What follows belongs to an exercise in optimizing a design on an open flow for small area and a short achievable clock period; a production flow would make more cautious choices.
Function was checked by simulation only, so behaviour that the tests miss may differ from the original.
Power is estimated from default activity; no workload was simulated.

File: flow/run.sh
#!/bin/bash
# Standard layout, with plain buf_1 cells (not delay buffers) as the port buffers.
set -euo pipefail
export BUFFER_PORTS_ARGS="-buffer_cell sky130_fd_sc_hd__buf_1"
bash standard.sh > standard_flow.log 2>&1
File: standard.sh
#!/bin/bash
# synth_recipe.tcl (not shown) runs the flow's synth.tcl, then flattens the netlist and writes it again
# the make line also repeats each setting of config.mk as NAME=value (left out here)
make -C /OpenROAD-flow-scripts/flow DESIGN_CONFIG=/design/flow/config.mk WORK_HOME=/design/flow/orfs CLKGATE_MAP_FILE= SYNTH_SCRIPT=/design/flow/synth_recipe.tcl "${@:-finish}"
File: config.mk
export PLATFORM = sky130hd
export DESIGN_NAME = ex_unit
export DESIGN_NICKNAME = ex_unit
export VERILOG_FILES = /design/flow/design.v
export SDC_FILE = /design/flow/constraint.sdc
export NUM_CORES = 4
export LEC_CHECK = 0
export ABC_AREA = 1
export CAP_MARGIN = 20
export CORE_MARGIN = 2
export CORE_UTILIZATION = 40
export SETUP_SLACK_MARGIN = 4.0
export SLEW_MARGIN = 20
File: constraint.sdc
create_clock -name core_clock -period 7.5 [get_ports {clk}]
set_input_delay 1.5000 -clock core_clock [delete_from_list [all_inputs] [get_ports {clk}]]
set_output_delay 1.5000 -clock core_clock [all_outputs]
set_load 0.01 [all_outputs]
File: design.v
`timescale 1ns / 1ps
module ex_unit #(
    parameter WORD_SIZE = 32,
    NUM_REGS = 32,
    REG_SEL = $clog2(NUM_REGS),
    NUM_WORDS = 1024,
    ADDR_SIZE = $clog2(NUM_WORDS)
    )(
    input clk,
    input rst,
    input flush_idex,
    input stall_idex,
    input flush_exmem,
    input stall_exmem,
    input [ADDR_SIZE - 1 : 0] pc,
    input [WORD_SIZE - 1 : 0] immd,
    input [WORD_SIZE - 1 : 0] data1,
    input [WORD_SIZE - 1 : 0] data2,
    input [3:0] alu_op,
    input [REG_SEL - 1 : 0] rd,
    input [REG_SEL - 1 : 0] rs1,
    input [REG_SEL - 1 : 0] rs2,
    input mem_read,
    input mem_write,
    input mem_to_reg,
    input reg_write,
    input alu_src,
    input branch,
    input jump,
    input [1:0] data_size,
    input data_sign,
    input [WORD_SIZE - 1 : 0] wb_data,
    input [REG_SEL - 1 : 0] wb_rd,
    input wb_reg_write,
    output reg [ADDR_SIZE - 1 : 0] pc_mem,
    output reg [ADDR_SIZE - 1 : 0] branch_target_mem,
    output reg [WORD_SIZE - 1 : 0] alu_result_mem,
    output reg [REG_SEL - 1 : 0] rd_mem,
    output reg mem_read_mem,
    output reg mem_write_mem,
    output reg mem_to_reg_mem,
    output reg reg_write_mem,
    output reg alu_zero_mem,
    output reg branch_mem,
    output reg jump_mem,
    output reg [WORD_SIZE - 1 : 0] write_data_mem,
    output reg [1:0] data_size_mem,
    output reg data_sign_mem
    );
    reg bubble_ex;
    always @(posedge clk or posedge rst) begin
        if (rst)              bubble_ex <= 1'b1;
        else if (flush_idex)  bubble_ex <= 1'b1;
        else if (!stall_idex) bubble_ex <= 1'b0;
    end
    reg [ADDR_SIZE - 1 : 0] pc_ex;
    reg [WORD_SIZE - 1 : 0] immd_ex, data1_ex, data2_ex;
    reg [3:0] alu_op_ex;
    reg [REG_SEL - 1 : 0] rd_ex, rs1_ex, rs2_ex;
    reg mem_read_ex, mem_write_ex, mem_to_reg_ex, reg_write_ex;
    reg alu_src_ex, branch_ex, jump_ex;
    reg [1:0] data_size_ex;
    reg data_sign_ex;
    always @(posedge clk) begin
        if (!stall_idex) begin
            pc_ex <= pc;
            immd_ex <= immd;
            data1_ex <= data1;
            data2_ex <= data2;
            alu_op_ex <= alu_op;
            rd_ex <= rd;
            rs1_ex <= rs1;
            rs2_ex <= rs2;
            mem_read_ex <= mem_read;
            mem_write_ex <= mem_write;
            mem_to_reg_ex <= mem_to_reg;
            reg_write_ex <= reg_write;
            alu_src_ex <= alu_src;
            branch_ex <= branch;
            jump_ex <= jump;
            data_size_ex <= data_size;
            data_sign_ex <= data_sign;
        end
    end
    wire mem_ok = reg_write_mem && (rd_mem != 0);
    wire mem_hit1 = mem_ok && (rd_mem == rs1_ex);
    wire mem_hit2 = mem_ok && (rd_mem == rs2_ex);
    wire wb_may1 = (rs1_ex != 0) && !mem_hit1;
    wire wb_may2 = (rs2_ex != 0) && !mem_hit2;
    wire wb_hit1 = wb_reg_write && (wb_rd == rs1_ex) && wb_may1;
    wire wb_hit2 = wb_reg_write && (wb_rd == rs2_ex) && wb_may2;
    wire wb_hitb = wb_reg_write && (wb_rd == rs2_ex) && wb_may2 && !alu_src_ex;
    wire [WORD_SIZE - 1 : 0] a_early = mem_hit1 ? alu_result_mem : data1_ex;
    wire [WORD_SIZE - 1 : 0] s2_early = mem_hit2 ? alu_result_mem : data2_ex;
    wire [WORD_SIZE - 1 : 0] b_early = alu_src_ex ? immd_ex : s2_early;
    wire [WORD_SIZE - 1 : 0] op_a = wb_hit1 ? wb_data : a_early;
    wire [WORD_SIZE - 1 : 0] src2 = wb_hit2 ? wb_data : s2_early;
    wire [3:0] op = alu_op_ex;
    wire is_add  = (op == 4'b0000);
    wire is_sub  = (op == 4'b1000);
    wire is_sll  = (op == 4'b0001);
    wire is_slt  = (op == 4'b0010);
    wire is_sltu = (op == 4'b0011);
    wire is_xor  = (op == 4'b0100);
    wire is_srl  = (op == 4'b0101);
    wire is_sra  = (op == 4'b1101);
    wire is_or   = (op == 4'b0110);
    wire is_and  = (op == 4'b0111);
    wire is_pass = (op == 4'b1111);
    wire subtract = is_sub | is_slt | is_sltu;
    wire [WORD_SIZE - 1 : 0] b_inv = wb_hitb ? (wb_data ^ {WORD_SIZE{subtract}})
                                             : (b_early ^ {WORD_SIZE{subtract}});
    wire [WORD_SIZE - 1 : 0] op_b = b_inv;   
    wire [WORD_SIZE - 1 : 0] prop = op_a ^ b_inv;
    wire [WORD_SIZE - 1 : 0] gen = op_a & b_inv;
    localparam NPOS = WORD_SIZE + 1;
    wire [NPOS - 1 : 0] pg_g [0 : 6];
    wire [NPOS - 1 : 0] pg_p [0 : 6];
    assign pg_g[0] = {gen, subtract};
    assign pg_p[0] = {prop, 1'b0};
    genvar lv, j;
    generate
        for (lv = 0; lv < 6; lv = lv + 1) begin : prefix
            for (j = 0; j < NPOS; j = j + 1) begin : node
                if ((j >> lv) & 1) begin : combine
                    localparam integer K = ((j >> lv) << lv) - 1;
                    assign pg_g[lv + 1][j] = pg_g[lv][j] | (pg_p[lv][j] & pg_g[lv][K]);
                    assign pg_p[lv + 1][j] = pg_p[lv][j] & pg_p[lv][K];
                end else begin : pass
                    assign pg_g[lv + 1][j] = pg_g[lv][j];
                    assign pg_p[lv + 1][j] = pg_p[lv][j];
                end
            end
        end
    endgenerate
    wire [WORD_SIZE : 0] carry = pg_g[6];
    wire [WORD_SIZE : 0] sum = {carry[WORD_SIZE], prop ^ carry[WORD_SIZE - 1 : 0]};
    wire ltu = ~sum[WORD_SIZE];
    wire lts = sum[WORD_SIZE] ^ prop[WORD_SIZE - 1];
    function [WORD_SIZE - 1 : 0] reverse(input [WORD_SIZE - 1 : 0] v);
        integer i;
        for (i = 0; i < WORD_SIZE; i = i + 1) reverse[i] = v[WORD_SIZE - 1 - i];
    endfunction
    wire [WORD_SIZE - 1 : 0] sh_in = is_sll ? reverse(op_a) : op_a;
    wire sh_fill = is_sra & op_a[WORD_SIZE - 1];
    wire [2 * WORD_SIZE - 1 : 0] sh_wide = {{WORD_SIZE{sh_fill}}, sh_in} >> op_b[4:0];
    wire [WORD_SIZE - 1 : 0] sh_out = sh_wide[WORD_SIZE - 1 : 0];
    wire [WORD_SIZE - 1 : 0] res_other =
          ({WORD_SIZE{is_srl | is_sra}} & sh_out)
        | ({WORD_SIZE{is_sll}} & reverse(sh_out))
        | ({WORD_SIZE{is_xor | is_or}} & prop)
        | ({WORD_SIZE{is_and | is_or}} & gen)
        | ({WORD_SIZE{is_pass}} & op_b);
    wire is_cmp = is_slt | is_sltu;
    wire cmp = (is_slt & lts) | (is_sltu & ltu);
    wire is_addsub = is_add | is_sub;
    wire [WORD_SIZE - 1 : 0] zero_carry = {op_a[WORD_SIZE - 2 : 0] | b_inv[WORD_SIZE - 2 : 0], subtract};
    wire [WORD_SIZE - 1 : 0] zero_bit = is_addsub ? ~(prop ^ zero_carry) : ~res_other;
    wire alu_zero = is_cmp ? cmp : &zero_bit;
    wire [ADDR_SIZE - 1 : 0] pc_m4 = pc_ex - 4;
    wire [ADDR_SIZE - 1 : 0] branch_target = (branch_ex | jump_ex) ? pc_m4 + immd_ex[ADDR_SIZE - 1 : 0] : pc_m4;
    wire hold = !flush_exmem && stall_exmem;
    wire load = !flush_exmem && !stall_exmem;
    wire load_live = load && !bubble_ex;
    wire load_bubble = load && bubble_ex;
    wire load_sum = load_live && is_addsub;
    wire [WORD_SIZE - 1 : 0] res_next_other =
          ({WORD_SIZE{hold}} & alu_result_mem)
        | ({WORD_SIZE{load_live}} & (res_other | {{(WORD_SIZE - 1){1'b0}}, cmp}));
    wire [WORD_SIZE - 1 : 0] res_next_c0 = ({WORD_SIZE{load_sum}} & prop) | res_next_other;
    wire [WORD_SIZE - 1 : 0] res_next_c1 = ({WORD_SIZE{load_sum}} & ~prop) | res_next_other;
    wire [WORD_SIZE - 1 : 0] res_next;
    generate
        for (j = 0; j < WORD_SIZE; j = j + 1) begin : res_sel
            assign res_next[j] = carry[j] ? res_next_c1[j] : res_next_c0[j];
        end
    endgenerate
    wire [ADDR_SIZE - 1 : 0] bubble_target = {{(ADDR_SIZE - 2){1'b1}}, 2'b00};   
    always @(posedge clk or posedge rst) begin
        if (rst) begin
            pc_mem <= 0;
            branch_target_mem <= 0;
            alu_result_mem <= 0;
            write_data_mem <= 0;
            rd_mem <= 0;
            alu_zero_mem <= 1'b0;
            branch_mem <= 1'b0;
            jump_mem <= 1'b0;
            mem_read_mem <= 1'b0;
            mem_to_reg_mem <= 1'b0;
            mem_write_mem <= 1'b0;
            reg_write_mem <= 1'b0;
            data_sign_mem <= 1'b0;
            data_size_mem <= 2'b00;
        end else begin
            pc_mem <= ({ADDR_SIZE{hold}} & pc_mem) | ({ADDR_SIZE{load_live}} & pc_ex);
            branch_target_mem <= ({ADDR_SIZE{hold}} & branch_target_mem)
                               | ({ADDR_SIZE{load_live}} & branch_target)
                               | ({ADDR_SIZE{load_bubble}} & bubble_target);
            alu_result_mem <= res_next;
            write_data_mem <= ({WORD_SIZE{hold}} & write_data_mem) | ({WORD_SIZE{load_live}} & src2);
            rd_mem <= ({REG_SEL{hold}} & rd_mem) | ({REG_SEL{load_live}} & rd_ex);
            alu_zero_mem <= (hold & alu_zero_mem) | (load_live & alu_zero) | load_bubble;
            branch_mem <= (hold & branch_mem) | (load_live & branch_ex);
            jump_mem <= (hold & jump_mem) | (load_live & jump_ex);
            mem_read_mem <= (hold & mem_read_mem) | (load_live & mem_read_ex);
            mem_to_reg_mem <= (hold & mem_to_reg_mem) | (load_live & mem_to_reg_ex);
            mem_write_mem <= (hold & mem_write_mem) | (load_live & mem_write_ex);
            reg_write_mem <= (hold & reg_write_mem) | (load_live & reg_write_ex);
            data_sign_mem <= (hold & data_sign_mem) | (load_live & data_sign_ex);
            data_size_mem <= ({2{hold}} & data_size_mem) | ({2{load_live}} & data_size_ex);
        end
    end
endmodule
==> results of run 1 <==
sequential cells by signal, indices dropped and copies added (netlist names), 10 cells and up:
signal	flops
alu_result_mem	32
branch_target_mem	10
data1_ex	32
data2_ex	32
immd_ex	32
pc_ex	10
pc_mem	10
write_data_mem	32
report_power, final:
group	switching (mW)	total, mW	internal, mW
clock network	0.569	1.33	0.765
logic	1.51	2.34	0.835
registers	0.0548	1.52	1.46
total	2.13	5.20	3.06
worst min path at each step:
stage / cells past startpoint / to
6_report: 1 / reg_write_mem
5_1_grt: 1 / reg_write_mem
4_1_cts: 1 / reg_write_mem
3_5_place_dp: 1 / reg_write_mem
3_3_place_gp: 1 / reg_write_mem
2_1_floorplan: 2 / rd_mem[0]
critical path: stages (launching register included):
cell and delay [ns]:
dfrtp_1 0.47, nor2_1 0.12, nand3_1 0.08, nand2_1 0.14
clkinvlp_4 0.29, nand3_2 0.46, o21ai_0 0.21, o21ai_0 0.16
inv_1 0.13, o31ai_4 0.30, xor2_4 0.27, inv_1 0.08
ha_1 0.27, xor2_4 0.22, nand3_1 0.10, nor4_2 0.28
nor4b_4 0.25, nand3_1 0.10, a31oi_1 0.15, o221ai_1 0.15
a21oi_1 0.16, nand3_1 0.10, nand2_1 0.08, nand2_1 0.06
nand2_1 0.05
timing repair:
| item | CTS | global route |
|---|---|---|
| cloned | 12 | 5 |
| buffers inserted | 59 | 73 |
| pin swaps | 41 | 75 |
| gates resized for setup | 168 | 239 |
| endpoints found under the setup margin | 33 | 34 |
area by class of cell:
class	instances	area [sq um]
Fill cell	4119	19800
Clock buffer	31	691
Sequential cell	235	6560
Antenna cell	2	5.00
Timing Repair inverter	4	42.5
Inverter	314	1260
Timing Repair Buffer	440	2680
Tap cell	585	732
Clock inverter	18	179
Multi-Input combinational cell	1702	11000
metal layers:
layer / GRT usage [%] / wire length, um
met5: 0 / 24
met3: 7.08 / 8960
met4: 15.0 / 4040
met2: 51.4 / 35400
met1: 47.8 / 32400
cells in the mapped netlist, types with 3 or more instances:
| master | number |
|---|---|
| buf_1 | 4 |
| o221ai_1 | 36 |
| nand3_2 | 6 |
| or2_2 | 3 |
| a21oi_1 | 35 |
| o211ai_1 | 15 |
| nand4_1 | 21 |
| edfxtp_1 | 135 |
| nor2_1 | 140 |
| o22ai_1 | 6 |
| a31oi_1 | 3 |
| nand2_4 | 3 |
| a22oi_1 | 13 |
| buf_4 | 13 |
| clkbuf_1 | 50 |
| o21bai_1 | 3 |
| xor2_1 | 53 |
| buf_6 | 15 |
| o31ai_1 | 11 |
| a2bb2oi_1 | 7 |
| buf_2 | 34 |
| nand2_1 | 617 |
| o21ai_0 | 100 |
| o21ai_1 | 20 |
| inv_2 | 25 |
| nor4_1 | 3 |
| nand3_1 | 420 |
| nand3b_1 | 19 |
| nor3_1 | 7 |
| dfrtp_1 | 99 |
| xnor2_1 | 6 |
| a32o_1 | 25 |
| a22o_1 | 10 |
| ha_1 | 71 |
| nor2_2 | 4 |
| nand2_2 | 10 |
| inv_1 | 288 |
cells by family after synthesis:
family                     after synthesis  share of synthesized area, %
and+or+nand+nor                       1260                          31.9
buffers and inverters                  430                          10.5
AOI/OAI and AO/OA                      298                          11.5
DFF                                    235                          37.8
adders and majority gates               72                          5.24
xor gates and xnor gates                61                          3.17
per-stage QoR:
step                      hold slack (ns)  instances  util, %
after floorplan                     0.430       2356        -
after CTS                           0.463       3251     49.9
after global routing                0.486       3329     53.9
after global placement              0.447       3131     44.5
after detailed placement            0.450       3131     44.5
final                               0.459       3331     53.9
==> impl_metrics.toml, run 1 <==
[placement]
port_buffers = 277
dp_hpwl_um = 56500
dp_slack_ns = 0.997
gp_congestion = 1.01
placed_cell_area_sq_mm = 0.0191

[floorplanning]
io_pins = 278
std_cell_rows = 76
die_area_sq_mm = 0.0451
die-height_um = 212
start_util_pct = 40.4
die_w_um = 212
core_sq_mm = 0.0430

[detailed_routing]
vias = 19400
drt_iter0_drc = 2779
drc = 0
wl_um = 80900
ant_nets = 0
wl_per_cell_um = 24.3
drt_pass1_iterations = 6
viasPerCell = 5.81

[global_route]
grt_pass1_wl_um = 114000
grt_antenna_before_repair = 2
gr-total-overflow = 0
grt_usage_pct = 34.3
grt_max_degree = 70
grt_pass1_vias = 17800

[timing]
hold_viol = 0
slew_headroom_pct = 22.8
fin_crit_ns = 4.76
skew_ns = 0.0157
max_freq_mhz = 210
rsz0062_at_grt = "true"
period_share_pct = 63.4
fin_ws_ns = 2.74
final.setup.tns_ns = 0
worst_pin_slew_ns = 1.16
maxSlewViolCount = 0
finalSetupViolCount = 0

[synth]
yosysUniqueCellTypes = 56
synth_top_cell_area_share_pct = 23.4
seq_area_frac_synth_pct = 37.8
async_flop_share_pct = 42.6
synth-seq-cells = 235
syn_inst = 2356
synth_top_area_cell = "edfxtp_1"
avgSynthCellArea_sq_um = 7.36
synth_area_leaders = "edfxtp_1 (23%), dfrtp_1 (14%), nand2_1 (13%)"
yosysWarnings = 1
synth_edf_count = 135
synth_fp_nets = 2607
synth_ff_type = "edfxtp_1"
synth_area_sq_mm = 0.0173

[finish]
fin_nets = 2975
final_common_cell = "nand2_1"
most-common-layout-cells = "nand2_1 (552), nand3_1 (373), buf_1 (272), inv_1 (265), edfxtp_1 (135)"
areaGrowthSynthToFinish_pct = 33.5
drive_above_1_share_pct = 20.2
design_area_sq_mm = 0.0232

[clocking]
hold_buffers = 0
insertion_delay_ns = 0.56
clkSlewWorstSetupHoldPaths_ns = 0.07
cts_tree = "yes"
cts_buffer_depth = 3
h-tree-depth = 1
cts_buffers = 27
root_buffer = "clkbuf_16"
cts.sinks = 235

[critical_path]
crit_required_ns = 8.00
r2r-end = "alu_zero_mem"
reg2reg_setup_slack_ns = 2.74
crit_start = "rd_mem[2]"
crit_end = "alu_zero_mem"
r2r-start = "rd_mem[2]"
crit_path_start_kind = "flop"
arrival_ns = 5.26
crit_fanout = 10
end_kind = "flop"
r2r.worst_path.cells = 24
critical_path_class = "flop to flop"

[power_and_ir_drop]
leakage_nw = 10.3
power_density_mw_per_mm2 = 224
p_total_mw = 5.20
ir_drop_mv = 0.185

[hold_path]
hold_start = "reg_write_ex"
min_path_type = "flop to flop"

[outcome]
status = "finished clean"

[flow_run]
max_cap_violations = 0
==> run 2, diff against run 1 <==
--- a/design.v
+++ b/design.v
@@ -89,12 +89,18 @@
     wire wb_may2 = (rs2_ex != 0) && !mem_hit2;
     wire wb_hit1 = wb_reg_write && (wb_rd == rs1_ex) && wb_may1;
     wire wb_hit2 = wb_reg_write && (wb_rd == rs2_ex) && wb_may2;
-    wire wb_hitb = wb_reg_write && (wb_rd == rs2_ex) && wb_may2 && !alu_src_ex;
-    wire [WORD_SIZE - 1 : 0] a_early = mem_hit1 ? alu_result_mem : data1_ex;
-    wire [WORD_SIZE - 1 : 0] s2_early = mem_hit2 ? alu_result_mem : data2_ex;
-    wire [WORD_SIZE - 1 : 0] b_early = alu_src_ex ? immd_ex : s2_early;
-    wire [WORD_SIZE - 1 : 0] op_a = wb_hit1 ? wb_data : a_early;
-    wire [WORD_SIZE - 1 : 0] src2 = wb_hit2 ? wb_data : s2_early;
+    wire sel1_mem = mem_hit1;
+    wire sel1_wb  = wb_hit1;
+    wire sel1_reg = !mem_hit1 && !wb_hit1;
+    wire sel2_mem = mem_hit2;
+    wire sel2_wb  = wb_hit2;
+    wire sel2_reg = !mem_hit2 && !wb_hit2;
+    wire [WORD_SIZE - 1 : 0] op_a = ({WORD_SIZE{sel1_mem}} & alu_result_mem)
+                                  | ({WORD_SIZE{sel1_wb}} & wb_data)
+                                  | ({WORD_SIZE{sel1_reg}} & data1_ex);
+    wire [WORD_SIZE - 1 : 0] src2 = ({WORD_SIZE{sel2_mem}} & alu_result_mem)
+                                  | ({WORD_SIZE{sel2_wb}} & wb_data)
+                                  | ({WORD_SIZE{sel2_reg}} & data2_ex);
     wire [3:0] op = alu_op_ex;
     wire is_add  = (op == 4'b0000);
     wire is_sub  = (op == 4'b1000);
@@ -108,8 +114,8 @@
     wire is_and  = (op == 4'b0111);
     wire is_pass = (op == 4'b1111);
     wire subtract = is_sub | is_slt | is_sltu;
-    wire [WORD_SIZE - 1 : 0] b_inv = wb_hitb ? (wb_data ^ {WORD_SIZE{subtract}})
-                                             : (b_early ^ {WORD_SIZE{subtract}});
+    wire [WORD_SIZE - 1 : 0] b_inv = (({WORD_SIZE{alu_src_ex}} & immd_ex)
+                                    | ({WORD_SIZE{!alu_src_ex}} & src2)) ^ {WORD_SIZE{subtract}};
     wire [WORD_SIZE - 1 : 0] op_b = b_inv;   
     wire [WORD_SIZE - 1 : 0] prop = op_a ^ b_inv;
     wire [WORD_SIZE - 1 : 0] gen = op_a & b_inv;
@@ -155,8 +161,9 @@
     wire cmp = (is_slt & lts) | (is_sltu & ltu);
     wire is_addsub = is_add | is_sub;
     wire [WORD_SIZE - 1 : 0] zero_carry = {op_a[WORD_SIZE - 2 : 0] | b_inv[WORD_SIZE - 2 : 0], subtract};
-    wire [WORD_SIZE - 1 : 0] zero_bit = is_addsub ? ~(prop ^ zero_carry) : ~res_other;
-    wire alu_zero = is_cmp ? cmp : &zero_bit;
+    wire zero_sum = &(~(prop ^ zero_carry));
+    wire zero_other = ~|res_other;
+    wire alu_zero = is_cmp ? cmp : is_addsub ? zero_sum : zero_other;
     wire [ADDR_SIZE - 1 : 0] pc_m4 = pc_ex - 4;
     wire [ADDR_SIZE - 1 : 0] branch_target = (branch_ex | jump_ex) ? pc_m4 + immd_ex[ADDR_SIZE - 1 : 0] : pc_m4;
     wire hold = !flush_exmem && stall_exmem;
--- a/config.mk
+++ b/config.mk
@@ -9,5 +9,5 @@
 export CAP_MARGIN = 20
 export CORE_MARGIN = 2
 export CORE_UTILIZATION = 40
-export SETUP_SLACK_MARGIN = 4.0
+export SETUP_SLACK_MARGIN = 1.0
 export SLEW_MARGIN = 20
==> run 2 against run 1 <==
  * Clock power is 12% higher
  * Cell area is 17% lower
  * Die area is 2.8% lower
  * Total power is 12% lower
  * Synthesized cell count is 6.0% lower
  * Setup slack worse by 0.91 ns
  * Core utilization is 8.0 points lower
  * Maximum frequency is 16% lower
  * Hold slack better by 0.0052 ns
  * Non-clock buffer count is 139 lower
  * Via count is 11% lower
  * Largest cell class unchanged
  * Highest routed layer unchanged
==> impl_metrics.toml, run 2 <==
[critical_path]
r2r-end = "alu_result_mem[21]"
crit_required_ns = 7.94
crit_path_start_kind = "flop"
crit_fanout = 32
critPathSlowestCell = "ha_1"
max_stage_delay_ns = 0.60
cp_common_cell = "nand2_1"
critPathBufInv = 4
r2r.worst_path.cells = 28
r2r-start = "rd_mem[0]"
end_kind = "flop"
cpLargestDelayFamily = "simple AND/OR/NAND/NOR gates"
arrival_ns = 6.10
reg2reg_setup_slack_ns = 1.84
critical_path_class = "flop to flop"

[synth]
synthXorXnorAreaFrac_pct = 4.05
syn_inst = 2215
synth.most_common_cell = "nand2_1"
synth.area.mux_share_pct = 0.356
seq_area_frac_synth_pct = 38.9
yosys.area_share.adder_pct = 5.54
synth-seq-cells = 235
synth_area_sq_mm = 0.0169
synth_edf_count = 135
yosysWarnings = 1
synth_top_family_by_area = "simple AND/OR/NAND/NOR gates"
synth_top_area_cell = "edfxtp_1"
synth_area_leaders = "edfxtp_1 (24%), nand3_1 (15%), dfrtp_1 (15%)"
synth_top_cell_area_share_pct = 24.1
synth_fp_nets = 2468
synth_common_cells = "nand2_1 (570), nand3_1 (520), inv_1 (190)"
async_flop_share_pct = 42.6
avgSynthCellArea_sq_um = 7.61
synth_ff_type = "edfxtp_1"
yosysUniqueCellTypes = 50
yosys.area_share.simple_pct = 34.2
synth-compound-area-share_pct = 8.67

[floorplanning]
die_w_um = 209
die_area_sq_mm = 0.0438
io_pins = 278
std_cell_rows = 75
die-height_um = 209
start_util_pct = 40.4
core_sq_mm = 0.0418

[global_route]
gr-total-overflow = 0
grt_max_degree = 81
grt_antenna_before_repair = 1
grt_usage_pct = 30.8
grt_pass1_vias = 16200
grt_pass1_wl_um = 102000

[timing]
worst_pin_slew_ns = 1.12
period_share_pct = 75.5
rsz0062_at_grt = "false"
slew_headroom_pct = 25.3
maxSlewViolCount = 0
finalSetupViolCount = 0
max_freq_mhz = 177
hold_viol = 0
final.setup.tns_ns = 0
fin_crit_ns = 5.66
skew_ns = 0.0205

[clocking]
clkSlewWorstSetupHoldPaths_ns = 0.06
cts.sinks = 235
insertion_delay_ns = 0.57
hold_buffers = 0
cts_buffer_depth = 3
h-tree-depth = 1
cts_buffers = 28
root_buffer = "clkbuf_16"
cts_setup_buffers = 0
cts_tree = "yes"
cts-resized-gates = 0

[flow_run]
max_cap_violations = 0

[detailed_routing]
viasPerCell = 5.75
wl_um = 69100
wl_per_cell_um = 23.1
ant_nets = 0
drc = 0
drt_pass1_iterations = 6
drt_iter0_drc = 1982
vias = 17200

[power_and_ir_drop]
power_density_mw_per_mm2 = 239
ir_drop_mv = 0.170
leakage_nw = 8.49
p_total_mw = 4.58

[finish]
regArea_sq_mm = 0.00656
antenna_cells = 0
final_common_cell = "nand2_1"
fillers = 4232
fin_nets = 2680
multi_input_area_sq_mm = 0.00894
most-common-layout-cells = "nand2_1 (570), nand3_1 (520), buf_1 (277), inv_1 (187), edfxtp_1 (135)"
drive_above_1_share_pct = 5.23
areaGrowthSynthToFinish_pct = 13.8

[placement]
dp_hpwl_um = 52500
port_buffers = 277
gp_congestion = 0.982

[outcome]
status = "finished clean"

[hold_path]
hold_start = "rd_ex[0]"
whs_endpoint = "rd_mem[0]"
min_path_type = "flop to flop"
holdPathStages = 1
## run 2: metrics by stage
| stage | area [sq um] | util [%] | instances | worst slack [ns] | hold WS (ns) |
|---|---|---|---|---|---|
| after floorplan | 16900 | - | 2215 | 2.63 | 0.430 |
| after CTS | 19200 | 45.9 | 2987 | 1.96 | 0.468 |
| final | 19200 | 45.9 | 2988 | 1.84 | 0.465 |
| after detailed placement | 18200 | 43.5 | 2935 | 1.60 | 0.455 |
| after global placement | 18200 | 43.5 | 2935 | 1.69 | 0.448 |
| after global routing | 19200 | 45.9 | 2988 | 1.37 | 0.481 |
## run 2: cell type report
class                   count  area share (%)
multi-input cells        1654            46.6
well taps                 539            3.52
flip-flops and latches    235            34.2
clock buffers              35            3.95
clock inverters            17            1.23
repair buffers            301            6.38
inverters                 207            4.10
## run 2: cells by family (layout without fill, tap and decap cells)
group,after synthesis,after routing
compound gates,221,221
xor+xnor,77,77
fa+ha+maj,74,74
buf+inv,326,560
flops,235,235
mux,6,6
simple gates,1276,1276
## run 2: worst max path at each step
stage               from  slack [ns]  depth (start not counted)                  to
6_report       rd_mem[0]        1.84                         28  alu_result_mem[21]
5_1_grt        rd_mem[0]        1.37                         28  alu_result_mem[21]
4_1_cts        rd_mem[0]        1.96                         28  alu_result_mem[21]
3_5_place_dp    wb_rd[3]        1.60                         31        alu_zero_mem
3_3_place_gp    wb_rd[0]        1.69                         27  alu_result_mem[21]
2_1_floorplan   wb_rd[0]        2.63                         29  alu_result_mem[28]
## run 2: report_power, final
group          internal [mW]  leakage [nW]  total (mW)  switching, mW
logic                  0.476          5.33        1.57           1.09
registers               1.46          2.69        1.52         0.0604
clock network          0.891         0.465        1.49          0.595
## run 2: routing by layer
layer | share of wire (%) | wire (um) | vias up | GRT usage, %
met3 | 9.1 | 6280 | 95 | 6.02
met4 | 2.3 | 1560 | 2 | 7.34
li1 | - | - | 7974 | -
met5 | 0.019 | 13 | - | 0
met2 | 44 | 30400 | 830 | 46.7
met1 | 45 | 30900 | 8279 | 45.1
## run 2: worst reg2reg max path, delay by kind of cell (launching register included)
| family | cells | cell delay [ns] |
|---|---|---|
| simple gates | 20 | 2.66 |
| buf+inv | 4 | 1.21 |
| fa+ha+maj | 1 | 0.61 |
| compound gates | 3 | 0.54 |
| flops | 1 | 0.50 |
==> run 3, diff against run 2 <==
--- a/config.mk
+++ b/config.mk
@@ -9,5 +9,5 @@
 export CAP_MARGIN = 20
 export CORE_MARGIN = 2
 export CORE_UTILIZATION = 40
-export SETUP_SLACK_MARGIN = 1.0
+export SETUP_SLACK_MARGIN = 2.0
 export SLEW_MARGIN = 20
==> run 3 against run 2 <==
  * Still clean on timing, DRC and antenna
  * Clock power barely moved
  * Via count down 0.23%
  * Largest cell class unchanged
  * Cell area grew 0.20%
  * First-iteration DRC count shrank 2.4%
  * Wire length grew 0.11%
  * Largest power group unchanged
==> impl_metrics.toml, run 3 <==
[global_route]
met1_usage_pct = 45.1
grtUsageMet3_pct = 6.03
grt_antenna_before_repair = 1
gr-max-usage-layer = "met2"
gr-total-overflow = 0
grt_pass1_wl_um = 102000
grt_usage_pct = 30.8
grt_max_degree = 81
grt_pass1_vias = 16200
gr-usage-met2_pct = 46.7

[synth]
yosysUniqueCellTypes = 50
synth_top_cell_area_share_pct = 24.1
synth_area_leaders = "edfxtp_1 (24%), nand3_1 (15%), dfrtp_1 (15%)"
synth_edf_count = 135
avgSynthCellArea_sq_um = 7.61
seq_area_frac_synth_pct = 38.9
synth_fp_nets = 2468
yosysWarnings = 1
synth_common_cells = "nand2_1 (570), nand3_1 (520), inv_1 (190)"
synth_ff_type = "edfxtp_1"
syn_inst = 2215
synth.most_common_cell = "nand2_1"
synth_top_area_cell = "edfxtp_1"
synth_area_sq_mm = 0.0169
synth-seq-cells = 235
async_flop_share_pct = 42.6

[detailed_routing]
drt_pass1_iterations = 6
viasPerCell = 5.74
wl_per_cell_um = 23.2
drt_iter0_drc = 1935
vias = 17100
wl_um = 69200
drc = 0
ant_nets = 0

[critical_path]
max_stage_delay_ns = 0.66
cp_common_cell = "nand3_1"
arrival_ns = 5.68
critPathBufInv = 2
critPathSlowestCell = "nand2_4"
r2r-start = "rd_mem[0]"
crit_path_start_kind = "input port"
crit_required_ns = 8.02
cpLargestDelayFamily = "simple AND/OR/NAND/NOR gates"
crit_start = "wb_rd[3]"
end_kind = "flop"
crit_fanout = 35
critical_path_class = "input port to flop"

[timing]
max_freq_mhz = 194
fin_crit_ns = 5.16
hold_viol = 0
worst_pin_slew_ns = 1.13
final.setup.tns_ns = 0
finalSetupViolCount = 0
skew_ns = 0.0269
slew_headroom_pct = 24.5
period_share_pct = 68.8
rsz0062_at_grt = "true"
maxSlewViolCount = 0

[clocking]
cts_setup_buffers = 0
clkSlewWorstSetupHoldPaths_ns = 0.07
hold_buffers = 0
cts_buffers = 28
h-tree-depth = 1
cts_tree = "yes"
root_buffer = "clkbuf_16"
cts.sinks = 235
cts_buffer_depth = 3
insertion_delay_ns = 0.58

[floorplanning]
std_cell_rows = 75
die-height_um = 209
io_pins = 278
core_sq_mm = 0.0418
start_util_pct = 40.4
die_area_sq_mm = 0.0438
die_w_um = 209

[power_and_ir_drop]
power_density_mw_per_mm2 = 239
ir_drop_mv = 0.169
leakage_nw = 8.50
p_sw_mw = 1.75
p_int_mw = 2.83
clkPwrFrac_pct = 32.4
p_total_mw = 4.58
combPwrFrac_pct = 34.3
p_sw_share_pct = 38.2
seqPwrFrac_pct = 33.2

[finish]
final_util_pct = 46.0
final_common_cell = "nand2_1"
most-common-layout-cells = "nand2_1 (570), nand3_1 (520), buf_1 (277), inv_1 (187), edfxtp_1 (135)"
antenna_cells = 0
fin_nets = 2680
drive_above_1_share_pct = 5.35
areaGrowthSynthToFinish_pct = 14.0

[outcome]
status = "finished clean"

[flow_run]
max_cap_violations = 0

[placement]
dp_hpwl_um = 52500
port_buffers = 277
gp_congestion = 0.982

[hold_path]
hold_start = "rd_ex[0]"
min_path_type = "flop to flop"
-- run 3: cell counts after synthesis --
No cell type changed its count.
-- run 3: through the flow --
step	worst slack, ns	cell area [sq um]	cells	hold slack (ns)
after floorplan	2.63	16900	2215	0.430
after global placement	1.69	18200	2935	0.448
after detailed placement	1.60	18200	2935	0.455
after CTS	2.06	19200	2987	0.468
after global routing	1.92	19200	2988	0.481
final	2.34	19200	2988	0.466
-- run 3: logic make-up after synthesis --
kind of cell,Yosys count,share of synthesized area [%]
multiplexers,6,0.356
AND/OR/NAND/NOR,1276,34.2
adder cells (fa/ha/maj),74,5.54
XOR/XNOR,77,4.05
AO/OA/AOI/OAI,221,8.67
flip-flops,235,38.9
buffers and inverters,326,8.26
-- run 3: final cells by class --
type,count,area (sq um)
clock inverter,17,236
inverter,207,792
timing repair buffer,301,1230
fill,4232,22500
sequential,235,6560
tap,539,674
clock buffer,35,757
multi-input combinational,1654,8960
-- run 3: power by group through the flow --
stage	sequential, mW	clock, mW	combinational [mW]
global route	1.53	1.55	1.73
floorplan	1.54	0	1.07
finish	1.52	1.49	1.57
CTS	1.52	1.50	1.54
global placement	1.55	0	1.54
detailed placement	1.55	0	1.54
-- run 3: repair_timing --
action,CTS,global route
resized for setup,1,11
pin swaps,0,0
endpoints found under the setup margin,4,24
-- run 3: path summary, 6_finish.rpt --
path	end	slack (ns)	depth (start not counted)
setup / recovery	alu_zero_mem	2.34	25
hold / removal	rd_mem[0]	0.47	1
setup reg to reg	alu_zero_mem	2.42	31
hold reg to reg	rd_mem[0]	0.47	1
max in group asynchronous	rd_mem[4]	5.19	3
min in group asynchronous	mem_to_reg_mem	1.12	2
-- run 3: worst reg2reg max path: cells and delay by family, from the launching register on --
family | cells | cell delay, ns
buf+inv | 5 | 0.99
flops | 1 | 0.49
fa+ha+maj | 1 | 0.51
simple gates | 24 | 2.79
compound gates | 1 | 0.22
-- run 3: layer usage --
metal,share of wire (%),up-vias,wire length [um]
li1,-,7964,-
met1,45,8251,31100
met2,44,825,30400
met3,8.8,98,6100
met4,2.2,2,1540
met5,0.019,-,13
==> run 4, diff against run 3 <==
--- a/config.mk
+++ b/config.mk
@@ -9,5 +9,7 @@
 export CAP_MARGIN = 20
 export CORE_MARGIN = 2
 export CORE_UTILIZATION = 40
+export CTS_CLUSTER_DIAMETER = 120
+export CTS_CLUSTER_SIZE = 20
 export SETUP_SLACK_MARGIN = 2.0
 export SLEW_MARGIN = 20
==> run 4 against run 3 <==
  * Die area is the same
  * Clock power shrank 38%
  * Critical path depth grew 5
  * Synthesized area is the same
  * Maximum frequency is essentially flat
  * Via count shrank 0.46%
  * Critical path type unchanged
==> impl_metrics.toml, run 4 <==
[critical_path]
cpLargestDelayFamily = "simple AND/OR/NAND/NOR gates"
reg2reg_setup_slack_ns = 2.36
end_kind = "flop"
critPathSlowestCell = "xor2_1"
max_stage_delay_ns = 0.43
crit_fanout = 30
critical_path_class = "input port to flop"
crit_required_ns = 7.92
arrival_ns = 5.58
crit_path_start_kind = "input port"
cp_common_cell = "nand2_1"
critPathBufInv = 8

[synth]
synth.most_common_cell = "nand2_1"
synth_common_cells = "nand2_1 (570), nand3_1 (520), inv_1 (190)"
synth_edf_count = 135
syn_inst = 2215
seq_area_frac_synth_pct = 38.9
yosysWarnings = 1
synth_fp_nets = 2468
synth_area_leaders = "edfxtp_1 (24%), nand3_1 (15%), dfrtp_1 (15%)"
synth_area_sq_mm = 0.0169
async_flop_share_pct = 42.6
synth_top_area_cell = "edfxtp_1"
synth-seq-cells = 235
synth_top_cell_area_share_pct = 24.1
avgSynthCellArea_sq_um = 7.61
synth_ff_type = "edfxtp_1"
yosysUniqueCellTypes = 50

[timing]
fin_crit_ns = 5.16
slew_headroom_pct = 28.7
final.setup.tns_ns = 0
finalSetupViolCount = 0
rsz0062_at_grt = "true"
skew_ns = 0.0454
period_share_pct = 68.9
worst_pin_slew_ns = 1.07
maxSlewViolCount = 0
max_freq_mhz = 194
hold_viol = 0
fin_ws_ns = 2.34

[global_route]
grt_pass1_wl_um = 102000
grt_antenna_before_repair = 1
gr-total-overflow = 0
gr-usage-met2_pct = 46.7
grt_pass1_vias = 16000
grtUsageMet3_pct = 4.74
gr-max-usage-layer = "met2"
grt_max_degree = 81
grt_usage_pct = 30.6
met1_usage_pct = 45.7

[finish]
final_common_cell = "nand2_1"
fillers = 4270
most-common-layout-cells = "nand2_1 (570), nand3_1 (520), buf_1 (277), inv_1 (187), edfxtp_1 (135)"
final_util_pct = 44.9
drive_above_1_share_pct = 4.49
areaGrowthSynthToFinish_pct = 11.3
regArea_sq_mm = 0.00656
fin_nets = 2669
antenna_cells = 0
layoutNonFillerInstCount = 2965
multi_input_area_sq_mm = 0.00898

[detailed_routing]
drc = 0
wl_per_cell_um = 23.2
ant_nets = 0
drt_iter0_drc = 1895
vias = 17100
wl_um = 68900
viasPerCell = 5.75
drt_pass1_iterations = 6

[floorplanning]
start_util_pct = 40.4
io_pins = 278
std_cell_rows = 75
die_w_um = 209
die-height_um = 209
die_area_sq_mm = 0.0438
core_sq_mm = 0.0418

[clocking]
cts_buffer_depth = 3
cts_setup_buffers = 0
cts_buffers = 16
clkSlewWorstSetupHoldPaths_ns = 0.08
h-tree-depth = 1
cts.sinks = 235
cts_tree = "yes"
root_buffer = "clkbuf_16"
insertion_delay_ns = 0.55

[flow_run]
max_cap_violations = 0

[placement]
dp_slack_ns = 1.60
gp_congestion = 0.982
dp_hpwl_um = 52500
port_buffers = 277
dp.cells = 2935

[power_and_ir_drop]
ir_drop_mv = 0.168
leakage_nw = 8.28
power_density_mw_per_mm2 = 215

[hold_path]
min_path_type = "flop to flop"

[outcome]
status = "finished clean"
-- run 4: metal layers --
metal | part of all wire [%] | routed length [um]
met4 | 2.2 | 1500
met5 | 0.019 | 13
met3 | 8.6 | 5920
met2 | 44 | 30300
met1 | 45 | 31200
-- run 4: area by class of cell --
| type | count | area share [%] |
|---|---|---|
| clock buffer | 25 | 2.37 |
| clock inverter | 3 | 0.240 |
| inverter | 207 | 4.22 |
| multi-input combinational | 1654 | 47.9 |
| sequential | 235 | 35.0 |
| tap | 539 | 3.60 |
| timing repair buffer | 302 | 6.69 |
-- run 4: logic make-up (layout without fill, tap and decap cells) --
kind of cell / count (synthesis) / after routing / share of synthesized area [%]
adder cells (fa/ha/maj): 74 / 74 / 5.54
AO/OA/AOI/OAI: 221 / 221 / 8.67
multiplexers: 6 / 6 / 0.356
AND/OR/NAND/NOR: 1276 / 1276 / 34.2
XOR/XNOR: 77 / 77 / 4.05
flip-flops: 235 / 235 / 38.9
buffers and inverters: 326 / 537 / 8.26
-- run 4: through the flow --
stage / power (mW) / hold slack (ns) / instance area (sq um)
3_5_place_dp: 3.08 / 0.455 / 18200
3_3_place_gp: 3.08 / 0.448 / 18200
5_1_grt: 4.24 / 0.487 / 18800
2_1_floorplan: 2.61 / 0.430 / 16900
4_1_cts: 4.00 / 0.474 / 18700
6_report: 4.03 / 0.471 / 18800
-- run 4: timing repair --
action                     in CTS  in global routing
hold buffers                    0                  0
cloned                          0                  0
resized for setup               1                 14
setup endpoints to repair       4                 24
-- run 4: worst paths after layout --
check	from	to	depth (start not counted)
max reg2reg	rd_mem[0]	alu_zero_mem	31
max	wb_rd[3]	alu_zero_mem	30
min reg2reg	data_size_ex[0]	data_size_mem[0]	1
max in group asynchronous	rst	write_data_mem[10]	3
min in group asynchronous	rst	mem_read_mem	2
min	data_size_ex[0]	data_size_mem[0]	1
-- run 4: power breakdown --
part,leakage (nW),total [mW],switching [mW],internal (mW)
Combinational,5.36,1.58,1.10,0.481
Sequential,2.69,1.52,0.0607,1.46
Clock,0.235,0.930,0.507,0.424
==> run 5, diff against run 4 <==
--- a/config.mk
+++ b/config.mk
@@ -11,5 +11,6 @@
 export CORE_UTILIZATION = 40
 export CTS_CLUSTER_DIAMETER = 120
 export CTS_CLUSTER_SIZE = 20
-export SETUP_SLACK_MARGIN = 2.0
+export SETUP_SLACK_MARGIN = 3.0
 export SLEW_MARGIN = 20
+export TNS_END_PERCENT = 0
==> run 5 against run 4 <==
  * Combinational power is 22% higher
  * Clock skew is 0.0024 ns lower
  * Largest cell class unchanged
  * Critical path type unchanged
  * Setup slack better by 0.57 ns
  * Total power is 8.0% higher
  * First-iteration DRC count is 17% higher
  * Synthesized area stayed put
  * Largest power group unchanged
  * Highest routed layer unchanged
==> impl_metrics.toml, run 5 <==
[clocking]
cts_buffers = 16
cts_buffer_depth = 3
cts.sinks = 235
hold_buffers = 0
clkSlewWorstSetupHoldPaths_ns = 0.09
cts_tree = "yes"
root_buffer = "clkbuf_16"
insertion_delay_ns = 0.55
h-tree-depth = 1

[flow_run]
max_cap_violations = 0

[synth]
synth_fp_nets = 2468
synth_ff_type = "edfxtp_1"
synth_area_leaders = "edfxtp_1 (24%), nand3_1 (15%), dfrtp_1 (15%)"
synth_top_area_cell = "edfxtp_1"
seq_area_frac_synth_pct = 38.9
avgSynthCellArea_sq_um = 7.61
synth-seq-cells = 235
synth_area_sq_mm = 0.0169
syn_inst = 2215
async_flop_share_pct = 42.6
yosysWarnings = 1
yosysUniqueCellTypes = 50
synth_top_cell_area_share_pct = 24.1
synth.most_common_cell = "nand2_1"
synth_edf_count = 135
synth_common_cells = "nand2_1 (570), nand3_1 (520), inv_1 (190)"

[timing]
maxSlewViolCount = 0
fin_crit_ns = 4.60
max_freq_mhz = 218
worst_pin_slew_ns = 1.07
finalSetupViolCount = 0
hold_viol = 0
final.setup.tns_ns = 0
fin_ws_ns = 2.90
slew_headroom_pct = 28.3
skew_ns = 0.0430
rsz0062_at_grt = "true"
period_share_pct = 61.3

[critical_path]
critical_path_class = "input port to flop"
arrival_ns = 5.01
crit_path_start_kind = "input port"
cp_common_cell = "buf_4"
end_kind = "flop"
max_stage_delay_ns = 0.17
crit_fanout = 11
crit_required_ns = 7.91
critPathSlowestCell = "buf_4"

[global_route]
grt_pass1_wl_um = 106000
grt_antenna_before_repair = 1
grt_pass1_vias = 16900
gr-total-overflow = 0
grt_usage_pct = 32.0
grt_max_degree = 81

[finish]
antenna_cells = 0
regArea_sq_mm = 0.00656
most-common-layout-cells = "nand2_1 (540), nand3_1 (514), buf_1 (272), inv_1 (170), edfxtp_1 (135)"
fillers = 4119
layoutNonFillerInstCount = 3077
fin_nets = 2783
areaGrowthSynthToFinish_pct = 22.5
final_common_cell = "nand2_1"
drive_above_1_share_pct = 13.8
multi_input_area_sq_mm = 0.00985

[placement]
port_buffers = 277
dp_slack_ns = 1.76
gp_congestion = 0.987
dp_hpwl_um = 51600
dp.cells = 2936

[detailed_routing]
wl_per_cell_um = 23.9
ant_nets = 0
wl_um = 73400
vias = 18100
drt_pass1_iterations = 6
drt_iter0_drc = 2217
viasPerCell = 5.87
drc = 0

[floorplanning]
die_area_sq_mm = 0.0438
die-height_um = 209
core_sq_mm = 0.0418
start_util_pct = 40.4
die_w_um = 209
io_pins = 278
std_cell_rows = 75

[outcome]
status = "finished clean"

[hold_path]
min_path_type = "flop to flop"

[power_and_ir_drop]
p_total_mw = 4.35
power_density_mw_per_mm2 = 211
ir_drop_mv = 0.170
leakage_nw = 8.98
==> run 5: cell counts after synthesis <==
Identical to the previous run, type by type.
==> run 5: per-stage QoR <==
step | hold WS, ns | instance area (sq um) | util [%]
after floorplan | 0.430 | 16900 | -
after global placement | 0.440 | 18200 | 43.6
after detailed placement | 0.445 | 18200 | 43.6
after CTS | 0.447 | 20100 | 48.1
after global routing | 0.449 | 20600 | 49.4
final | 0.443 | 20600 | 49.4
==> run 5: final cells by class <==
cell class / count / area share, %
Sequential cell: 235 / 31.8
Tap cell: 539 / 3.27
Clock buffer: 23 / 2.07
Multi-Input combinational cell: 1661 / 47.7
Timing Repair Buffer: 407 / 10.8
Clock inverter: 3 / 0.218
Inverter: 207 / 4.01
Timing Repair inverter: 2 / 0.0970
==> run 5: cells by family (layout without fill, tap and decap cells) <==
kind of cell	after synthesis	count (layout)	share of synthesized area, %
and+or+nand+nor	1276	1283	34.2
buffers and inverters	326	642	8.26
DFF	235	235	38.9
AOI/OAI and AO/OA	221	221	8.67
xor gates and xnor gates	77	77	4.05
adders and majority gates	74	74	5.54
muxes	6	6	0.356
==> run 5: final timing paths <==
| kind | slack [ns] | cells after the start | start | endpoint |
|---|---|---|---|---|
| min reg2reg | 0.44 | 1 | data_sign_ex | data_sign_mem |
| max reg2reg | 2.96 | 32 | rs2_ex[1] | write_data_mem[13] |
| max in group asynchronous | 5.07 | 3 | rst | rd_mem[4] |
| max | 2.90 | 29 | wb_rd[4] | write_data_mem[20] |
| min | 0.44 | 1 | data_sign_ex | data_sign_mem |
| min in group asynchronous | 0.97 | 2 | rst | data_sign_mem |
==> run 5: critical path, delay by kind of cell <==
kind            cells  cell delay (ns)
buf+inv            21             2.59
compound gates      2             0.31
simple gates        6             0.58
==> run 5: repair_timing <==
| action | in CTS | in global routing |
|---|---|---|
| resized for setup | 151 | 72 |
| gates cloned | 6 | 7 |
| setup endpoints to repair | 33 | 26 |
| buffers inserted | 81 | 21 |
| pin swaps | 52 | 47 |
==> run 5: where the power goes <==
part	internal, mW	total, mW	switching [mW]
clock	0.411	0.909	0.498
combinational	0.685	1.92	1.24
sequential	1.46	1.52	0.0631
total	2.56	4.35	1.80
==> run 5: metal layers <==
metal	GRT usage (%)	up-vias	wire [um]
met4	9.09	2	2510
met2	49.0	1061	32300
li1	-	8187	-
met1	46.3	8633	31300
met3	5.61	167	7310
met5	0	-	16
==> run 6, diff against run 5 <==
--- a/design.v
+++ b/design.v
@@ -89,9 +89,10 @@
     wire wb_may2 = (rs2_ex != 0) && !mem_hit2;
     wire wb_hit1 = wb_reg_write && (wb_rd == rs1_ex) && wb_may1;
     wire wb_hit2 = wb_reg_write && (wb_rd == rs2_ex) && wb_may2;
-    wire sel1_mem = mem_hit1;
-    wire sel1_wb  = wb_hit1;
-    wire sel1_reg = !mem_hit1 && !wb_hit1;
+    wire pass_op = (alu_op_ex == 4'b1111);
+    wire sel1_mem = mem_hit1 && !pass_op;
+    wire sel1_wb  = wb_hit1 && !pass_op;
+    wire sel1_reg = !mem_hit1 && !wb_hit1 && !pass_op;
     wire sel2_mem = mem_hit2;
     wire sel2_wb  = wb_hit2;
     wire sel2_reg = !mem_hit2 && !wb_hit2;
@@ -155,11 +156,10 @@
           ({WORD_SIZE{is_srl | is_sra}} & sh_out)
         | ({WORD_SIZE{is_sll}} & reverse(sh_out))
         | ({WORD_SIZE{is_xor | is_or}} & prop)
-        | ({WORD_SIZE{is_and | is_or}} & gen)
-        | ({WORD_SIZE{is_pass}} & op_b);
+        | ({WORD_SIZE{is_and | is_or}} & gen);
     wire is_cmp = is_slt | is_sltu;
     wire cmp = (is_slt & lts) | (is_sltu & ltu);
-    wire is_addsub = is_add | is_sub;
+    wire is_addsub = is_add | is_sub | is_pass;
     wire [WORD_SIZE - 1 : 0] zero_carry = {op_a[WORD_SIZE - 2 : 0] | b_inv[WORD_SIZE - 2 : 0], subtract};
     wire zero_sum = &(~(prop ^ zero_carry));
     wire zero_other = ~|res_other;
==> run 6 against run 5 <==
  * Maximum frequency rose by 0.99%
  * Clock power about the same
  * Count of clock-buffer cells in the layout grew 2
  * Register-to-register slack better by 0.13 ns
  * Hold slack improved by 0.024 ns
  * Sequential power barely moved
  * Synthesized area shrank 1.7%
==> impl_metrics.toml, run 6 <==
[placement]
port_buffers = 277
gp_congestion = 0.974
dp_hpwl_um = 49300

[timing]
slew_headroom_pct = 26.5
finalSetupViolCount = 0
final.setup.tns_ns = 0
worst_pin_slew_ns = 1.10
max_freq_mhz = 220
maxSlewViolCount = 0
period_share_pct = 60.7
rsz0062_at_grt = "true"
skew_ns = 0.0253
fin_hold_ws_ns = 0.467
hold_viol = 0
fin_crit_ns = 4.55

[critical_path]
end_kind = "flop"
critical_path_class = "input port to flop"
crit_path_start_kind = "input port"
arrival_ns = 4.99
cp_common_cell = "nand2_2"
crit_fanout = 8
max_stage_delay_ns = 0.25
critPathSlowestCell = "xor2_1"
crit_required_ns = 7.94

[clocking]
clkSlewWorstSetupHoldPaths_ns = 0.10
cts_buffer_depth = 3
h-tree-depth = 1
cts_buffers = 16
insertion_delay_ns = 0.52
cts_tree = "yes"
root_buffer = "clkbuf_16"
cts.sinks = 235

[synth]
synth.most_common_cell = "nand2_1"
synth-seq-cells = 235
yosysUniqueCellTypes = 54
seq_area_frac_synth_pct = 39.6
synth_area_sq_mm = 0.0166
synth_ff_type = "edfxtp_1"
synth_common_cells = "nand2_1 (524), nand3_1 (417), inv_1 (178)"
avgSynthCellArea_sq_um = 7.65
synth_top_area_cell = "edfxtp_1"
synth_edf_count = 135
synth_top_cell_area_share_pct = 24.5
synth_fp_nets = 2417
yosysWarnings = 1
syn_inst = 2164
synth_area_leaders = "edfxtp_1 (24%), dfrtp_1 (15%), nand3_1 (13%)"
async_flop_share_pct = 42.6

[flow_run]
max_cap_violations = 0

[floorplanning]
io_pins = 278
std_cell_rows = 74
core_sq_mm = 0.0408
die_w_um = 208
die-height_um = 208
start_util_pct = 40.6
die_area_sq_mm = 0.0431

[detailed_routing]
wl_per_cell_um = 23.0
drt_pass1_iterations = 6
vias = 17400
drc = 0
drt_iter0_drc = 1724
wl_um = 69200
ant_nets = 0
viasPerCell = 5.79

[power_and_ir_drop]
leakage_nw = 8.85
p_sw_mw = 1.80
combPwrFrac_pct = 44.5
clkPwrFrac_pct = 20.7
ir_drop_mv = 0.166
p_sw_share_pct = 41.1
power_density_mw_per_mm2 = 215
p_total_mw = 4.38
p_int_mw = 2.58
seqPwrFrac_pct = 34.8

[finish]
fin_nets = 2715
final_util_pct = 49.8
areaGrowthSynthToFinish_pct = 22.8
drive_above_1_share_pct = 13.6
most-common-layout-cells = "nand2_1 (499), nand3_1 (403), buf_1 (273), inv_1 (168), edfxtp_1 (135)"
final_common_cell = "nand2_1"

[hold_path]
min_path_type = "flop to flop"

[global_route]
grt_pass1_wl_um = 100000
gr-total-overflow = 0
grt_pass1_vias = 16300
grt_max_degree = 137
grt_usage_pct = 30.4
grt_antenna_before_repair = 1

[outcome]
status = "finished clean"
## run 6: cell count changes after synthesis, sizes merged, moves of 12 or more
| cell | before | now |
|---|---|---|
| a31oi | 0 | 23 |
| o21ai | 67 | 105 |
| a22o | 37 | 17 |
| nor2 | 89 | 131 |
| nand3 | 530 | 428 |
| nand4 | 35 | 82 |
| o211ai | 37 | 15 |
| nand2 | 579 | 533 |
| a221oi | 0 | 13 |
| buf | 62 | 50 |
## run 6: logic make-up after synthesis
kind of cell	share of synthesized area (%)
AND/OR/NAND/NOR	32.8
buffers and inverters	7.64
AO/OA/AOI/OAI	9.71
flip-flops	39.6
XOR/XNOR	4.40
adder cells (fa/ha/maj)	5.63
multiplexers	0.242
## run 6: power groups by stage
stage | sequential (mW) | combinational, mW | clock, mW
6_report | 1.53 | 1.95 | 0.909
5_1_grt | 1.53 | 2.11 | 0.970
4_1_cts | 1.52 | 1.70 | 0.927
3_5_place_dp | 1.55 | 1.55 | 0
3_3_place_gp | 1.55 | 1.55 | 0
2_1_floorplan | 1.54 | 1.10 | 0
## run 6: cell type report
cell class,count,area [sq um]
Fill cell,4052,20500
Multi-Input combinational cell,1624,9750
Sequential cell,235,6560
Timing Repair Buffer,382,2070
Inverter,202,807
Tap cell,532,666
Clock buffer,25,455
Clock inverter,3,30.0
Timing Repair inverter,1,8.76
Antenna cell,2,5.00
## run 6: final timing paths
path | startpoint | endpoint | slack [ns] | depth (start not counted)
worst max-delay path | wb_rd[0] | alu_result_mem[30] | 2.95 | 27
min in group asynchronous | rst | write_data_mem[14] | 1.04 | 2
worst min register to register | rd_ex[4] | rd_mem[4] | 0.47 | 2
max in group asynchronous | rst | data_size_mem[0] | 5.01 | 3
worst max register to register | rs2_ex[0] | alu_result_mem[0] | 3.09 | 27
worst min-delay path | rd_ex[4] | rd_mem[4] | 0.47 | 2
## run 6: critical path, delay by kind of cell
family	cells	cell delay [ns]
AO/OA/AOI/OAI	8	1.10
buffers and inverters	8	0.89
adder cells (fa/ha/maj)	1	0.25
AND/OR/NAND/NOR	8	0.82
XOR/XNOR	2	0.39
## run 6: timing repair
item	CTS	global route
buffers inserted	38	43
pin swaps	21	50
endpoints found under the setup margin	33	24
hold buffers	0	0
hold endpoints to repair	0	0
gates cloned	7	4
resized for setup	104	144
## run 6: per-layer routing
metal	GRT usage [%]	share of wire, %	wire length (um)	vias up
li1	-	-	-	8034
met1	42.8	42	29100	8316
met2	45.4	44	30300	921
met3	8.38	11	7650	131
met4	9.26	3.1	2160	0
met5	0	0	0	-
## run 6: through the flow
step	worst slack, ns	cells	instance area [sq um]
floorplan	2.91	2164	16600
global placement	1.28	2884	18000
detailed placement	1.24	2884	18000
CTS	3.00	2957	19300
global route	2.79	3004	20300
finish	2.95	3006	20300
==> run 7, diff against run 6 <==
--- a/design.v
+++ b/design.v
@@ -163,7 +163,9 @@
     wire [WORD_SIZE - 1 : 0] zero_carry = {op_a[WORD_SIZE - 2 : 0] | b_inv[WORD_SIZE - 2 : 0], subtract};
     wire zero_sum = &(~(prop ^ zero_carry));
     wire zero_other = ~|res_other;
-    wire alu_zero = is_cmp ? cmp : is_addsub ? zero_sum : zero_other;
+    wire zero_nocmp = is_addsub ? zero_sum : zero_other;
+    wire cmp_if_c1 = is_slt & ~prop[WORD_SIZE - 1];
+    wire cmp_if_c0 = (is_slt & prop[WORD_SIZE - 1]) | is_sltu;
     wire [ADDR_SIZE - 1 : 0] pc_m4 = pc_ex - 4;
     wire [ADDR_SIZE - 1 : 0] branch_target = (branch_ex | jump_ex) ? pc_m4 + immd_ex[ADDR_SIZE - 1 : 0] : pc_m4;
     wire hold = !flush_exmem && stall_exmem;
@@ -173,15 +175,23 @@
     wire load_sum = load_live && is_addsub;
     wire [WORD_SIZE - 1 : 0] res_next_other =
           ({WORD_SIZE{hold}} & alu_result_mem)
-        | ({WORD_SIZE{load_live}} & (res_other | {{(WORD_SIZE - 1){1'b0}}, cmp}));
+        | ({WORD_SIZE{load_live}} & res_other);
     wire [WORD_SIZE - 1 : 0] res_next_c0 = ({WORD_SIZE{load_sum}} & prop) | res_next_other;
     wire [WORD_SIZE - 1 : 0] res_next_c1 = ({WORD_SIZE{load_sum}} & ~prop) | res_next_other;
     wire [WORD_SIZE - 1 : 0] res_next;
     generate
-        for (j = 0; j < WORD_SIZE; j = j + 1) begin : res_sel
+        for (j = 1; j < WORD_SIZE; j = j + 1) begin : res_sel
             assign res_next[j] = carry[j] ? res_next_c1[j] : res_next_c0[j];
         end
     endgenerate
+    wire res0_base = carry[0] ? res_next_c1[0] : res_next_c0[0];
+    wire res0_if_c1 = res0_base | (load_live & cmp_if_c1);
+    wire res0_if_c0 = res0_base | (load_live & cmp_if_c0);
+    assign res_next[0] = carry[WORD_SIZE] ? res0_if_c1 : res0_if_c0;
+    wire zero_base = (hold & alu_zero_mem) | load_bubble | (load_live & !is_cmp & zero_nocmp);
+    wire zero_if_c1 = zero_base | (load_live & cmp_if_c1);
+    wire zero_if_c0 = zero_base | (load_live & cmp_if_c0);
+    wire zero_next = carry[WORD_SIZE] ? zero_if_c1 : zero_if_c0;
     wire [ADDR_SIZE - 1 : 0] bubble_target = {{(ADDR_SIZE - 2){1'b1}}, 2'b00};   
     always @(posedge clk or posedge rst) begin
         if (rst) begin
@@ -207,7 +217,7 @@
             alu_result_mem <= res_next;
             write_data_mem <= ({WORD_SIZE{hold}} & write_data_mem) | ({WORD_SIZE{load_live}} & src2);
             rd_mem <= ({REG_SEL{hold}} & rd_mem) | ({REG_SEL{load_live}} & rd_ex);
-            alu_zero_mem <= (hold & alu_zero_mem) | (load_live & alu_zero) | load_bubble;
+            alu_zero_mem <= zero_next;
             branch_mem <= (hold & branch_mem) | (load_live & branch_ex);
             jump_mem <= (hold & jump_mem) | (load_live & jump_ex);
             mem_read_mem <= (hold & mem_read_mem) | (load_live & mem_read_ex);
==> run 7 against run 6 <==
  * Setup slack gained 0.033 ns
  * Final cell count shrank 0.47%
  * Sequential power is essentially flat
  * Clock power grew 7.7%
  * Critical path depth shrank 3
  * Cell area shrank 0.20%
  * Global-route usage shrank 0.40 points
  * Count of clock-buffer cells in the layout shrank 2
  * Register-to-register slack gained 0.09 ns
  * Synthesized area grew 0.66%
  * Maximum frequency grew 0.73%
  * Total power grew 3.3%
  * Critical path type unchanged
==> impl_metrics.toml, run 7 <==
[clocking]
hold_buffers = 0
cts_tree = "yes"
insertion_delay_ns = 0.55
cts.sinks = 235
h-tree-depth = 1
cts_buffers = 16
root_buffer = "clkbuf_16"
cts_buffer_depth = 3
clkSlewWorstSetupHoldPaths_ns = 0.10

[power_and_ir_drop]
p_total_mw = 4.53
ir_drop_mv = 0.166
power_density_mw_per_mm2 = 223
leakage_nw = 8.87

[global_route]
gr-total-overflow = 0
grt_pass1_wl_um = 99500
grt_antenna_before_repair = 0
met1_usage_pct = 45.5
gr-max-usage-layer = "met1"
grtUsageMet3_pct = 4.92
grt_pass1_vias = 16000
grt_usage_pct = 30.0
gr-usage-met2_pct = 45.0
grt_max_degree = 73

[critical_path]
crit_required_ns = 7.90
r2r.worst_path.cells = 28
crit_start = "wb_rd[1]"
crit_path_start_kind = "input port"
end_kind = "flop"
r2r-start = "rs2_ex[1]"
arrival_ns = 4.92
critical_path_class = "input port to flop"
r2r-end = "alu_result_mem[10]"
crit_fanout = 8
reg2reg_setup_slack_ns = 3.18

[detailed_routing]
viasPerCell = 5.85
ant_nets = 0
drt_pass1_iterations = 6
wl_per_cell_um = 23.1
drt_iter0_drc = 1992
vias = 17500
wl_um = 69100
drc = 0

[synth]
synth_area_leaders = "edfxtp_1 (24%), dfrtp_1 (15%), nand2_1 (13%)"
synth_top_cell_area_share_pct = 24.3
yosysUniqueCellTypes = 49
synth_area_sq_mm = 0.0167
async_flop_share_pct = 42.6
synth.most_common_cell = "nand2_1"
syn_inst = 2174
synth_top_area_cell = "edfxtp_1"
synth_edf_count = 135
yosysWarnings = 1
synth_common_cells = "nand2_1 (559), nand3_1 (336), nor2_1 (159)"
avgSynthCellArea_sq_um = 7.67
synth-seq-cells = 235
synth_ff_type = "edfxtp_1"
seq_area_frac_synth_pct = 39.3
synth_fp_nets = 2427

[timing]
max_freq_mhz = 221
period_share_pct = 60.2
final.setup.tns_ns = 0
rsz0062_at_grt = "true"
finalSetupViolCount = 0
worst_pin_slew_ns = 0.917
maxSlewViolCount = 0
fin_ws_ns = 2.98
slew_headroom_pct = 38.5
hold_viol = 0
fin_crit_ns = 4.52
skew_ns = 0.0450

[finish]
drive_above_1_share_pct = 14.1
fin_nets = 2703
areaGrowthSynthToFinish_pct = 21.8
most-common-layout-cells = "nand2_1 (536), nand3_1 (325), buf_1 (272), inv_1 (135), edfxtp_1 (135)"
final_util_pct = 49.5
final_common_cell = "nand2_1"

[floorplanning]
start_util_pct = 40.7
die_w_um = 208
std_cell_rows = 74
io_pins = 278
core_sq_mm = 0.0410
die-height_um = 208
die_area_sq_mm = 0.0433

[placement]
dp_hpwl_um = 50800
dp_slack_ns = 1.34
gp_congestion = 0.975
port_buffers = 277

[hold_path]
hold_start = "rd_ex[0]"
holdPathStages = 1
min_path_type = "flop to flop"
whs_endpoint = "rd_mem[0]"

[flow_run]
max_cap_violations = 0

[outcome]
status = "finished clean"
==> run 7: cell types whose count changed after synthesis, sizes merged, moves of 14 or more <==
cell   before  now
a22oi      16    2
a21oi      50   76
nor2      131  163
nand3     428  346
a32oi       0   19
nand4      82  104
nand2     533  567
a22o       17   39
inv       201  174
a31oi      23    1
==> run 7: where the power goes <==
group	internal, mW	switching [mW]
combinational	0.711	1.31
sequential	1.46	0.0630
clock	0.479	0.500
total	2.65	1.88
==> run 7: final cells by class <==
class	instances	area (sq um)
clock inverter	4	96.3
inverter	176	741
fill	4101	20700
clock buffer	23	427
timing repair inverter	4	37.5
multi-input combinational	1647	9850
timing repair buffer	370	1930
tap	532	666
antenna	1	2.50
sequential	235	6560
==> run 7: metal layers <==
metal  up-vias  wire [um]
li1       8053          -
met1      8456      30700
met2       900      30300
met3       100       6660
met4         0       1420
met5         -          0
==> run 7: cells by family (layout without fill, tap and decap cells) <==
kind of cell | Yosys count | count (layout) | share of synthesized area, %
DFF | 235 | 235 | 39.3
xor gates and xnor gates | 77 | 77 | 4.27
AOI/OAI and AO/OA | 288 | 288 | 11.0
muxes | 1 | 1 | 0.0600
and+or+nand+nor | 1206 | 1207 | 32.3
adders and majority gates | 74 | 74 | 5.60
other | 0 | 1 | 0
buffers and inverters | 293 | 577 | 7.47
==> run 7: repair_timing <==
action	CTS	global route
endpoints found under the hold margin	0	0
buffers inserted	19	42
gates resized for setup	83	192
pin swaps	13	55
setup endpoints to repair	33	25
gates cloned	1	7
==> run 7: through the flow <==
step	instance area, sq um	hold slack (ns)	cells
detailed placement	18100	0.444	2895
CTS	19100	0.467	2942
floorplan	16800	0.430	2174
global route	20300	0.479	2991
global placement	18100	0.440	2895
finish	20300	0.461	2992
==> run 7: critical path, cell delays in order <==
cell and delay [ns]:
buf_12 0.11, nand2_4 0.07, nand3_4 0.08, nor2_4 0.12
nand3_4 0.16, nor2_4 0.18, buf_12 0.14, clkbuf_16 0.16
a21oi_2 0.07, o21ai_2 0.23, xor2_2 0.22, inv_2 0.07
ha_4 0.26, a21oi_2 0.16, inv_1 0.08, a21oi_2 0.15
nand2_1 0.08, a21oi_2 0.20, inv_2 0.07, a311oi_2 0.29
nand2_1 0.12, or2_4 0.24, nand3_2 0.05, o211ai_1 0.08
==> run 7: worst max path at each step <==
stage,depth (start not counted),to,slack [ns]
floorplan,27,alu_result_mem[28],2.74
global placement,26,alu_result_mem[30],1.43
detailed placement,26,alu_result_mem[30],1.34
CTS,31,alu_zero_mem,3.00
global route,24,alu_result_mem[28],2.83
finish,24,alu_result_mem[28],2.98

[port drivers added, routing unchanged]
In the flow no input, the clock included, has a driving cell. The finished layouts below were timed again as built, in two steps. Step 1 (the two cells are an assumption about what drives the block):
set clk [get_ports {clk}]
set_driving_cell -lib_cell sky130_fd_sc_hd__clkbuf_16 $clk
set_driving_cell -lib_cell sky130_fd_sc_hd__buf_2 [delete_from_list [all_inputs] $clk]
Step 2 adds t to the input delays and takes it off the output delays; t is the mean of the earliest and latest rising clock arrival at the registers after step 1. Input paths then give back, and output paths get back, about the clock's delay inside the block. a / b / c = ideal / step 1 / step 2; a / b = the first two.
run	t (ns)	setup slack, ns	clock arrival spread, ns	slew at the worst register clock pin (ns)
run 1	0.608	2.743 / 2.743 / 2.170	0.016 / 0.016	0.07 / 0.07
run 2	0.617	1.835 / 1.835 / 1.496	0.020 / 0.021	0.07 / 0.07
run 3	0.623	2.338 / 2.374 / 1.751	0.026 / 0.027	0.07 / 0.07
run 4	0.585	2.335 / 2.360 / 1.784	0.045 / 0.045	0.10 / 0.10
run 5	0.589	2.903 / 2.899 / 2.310	0.044 / 0.044	0.10 / 0.10
run 6	0.567	2.948 / 2.967 / 2.401	0.025 / 0.025	0.10 / 0.10
run 7	0.583	2.981 / 2.983 / 2.400	0.048 / 0.048	0.10 / 0.10
After both steps every run listed still meets setup and hold. For run 5, which loses most, drivers alone change the setup slack by -0.004 ns; drivers and shift together by -0.593 ns.
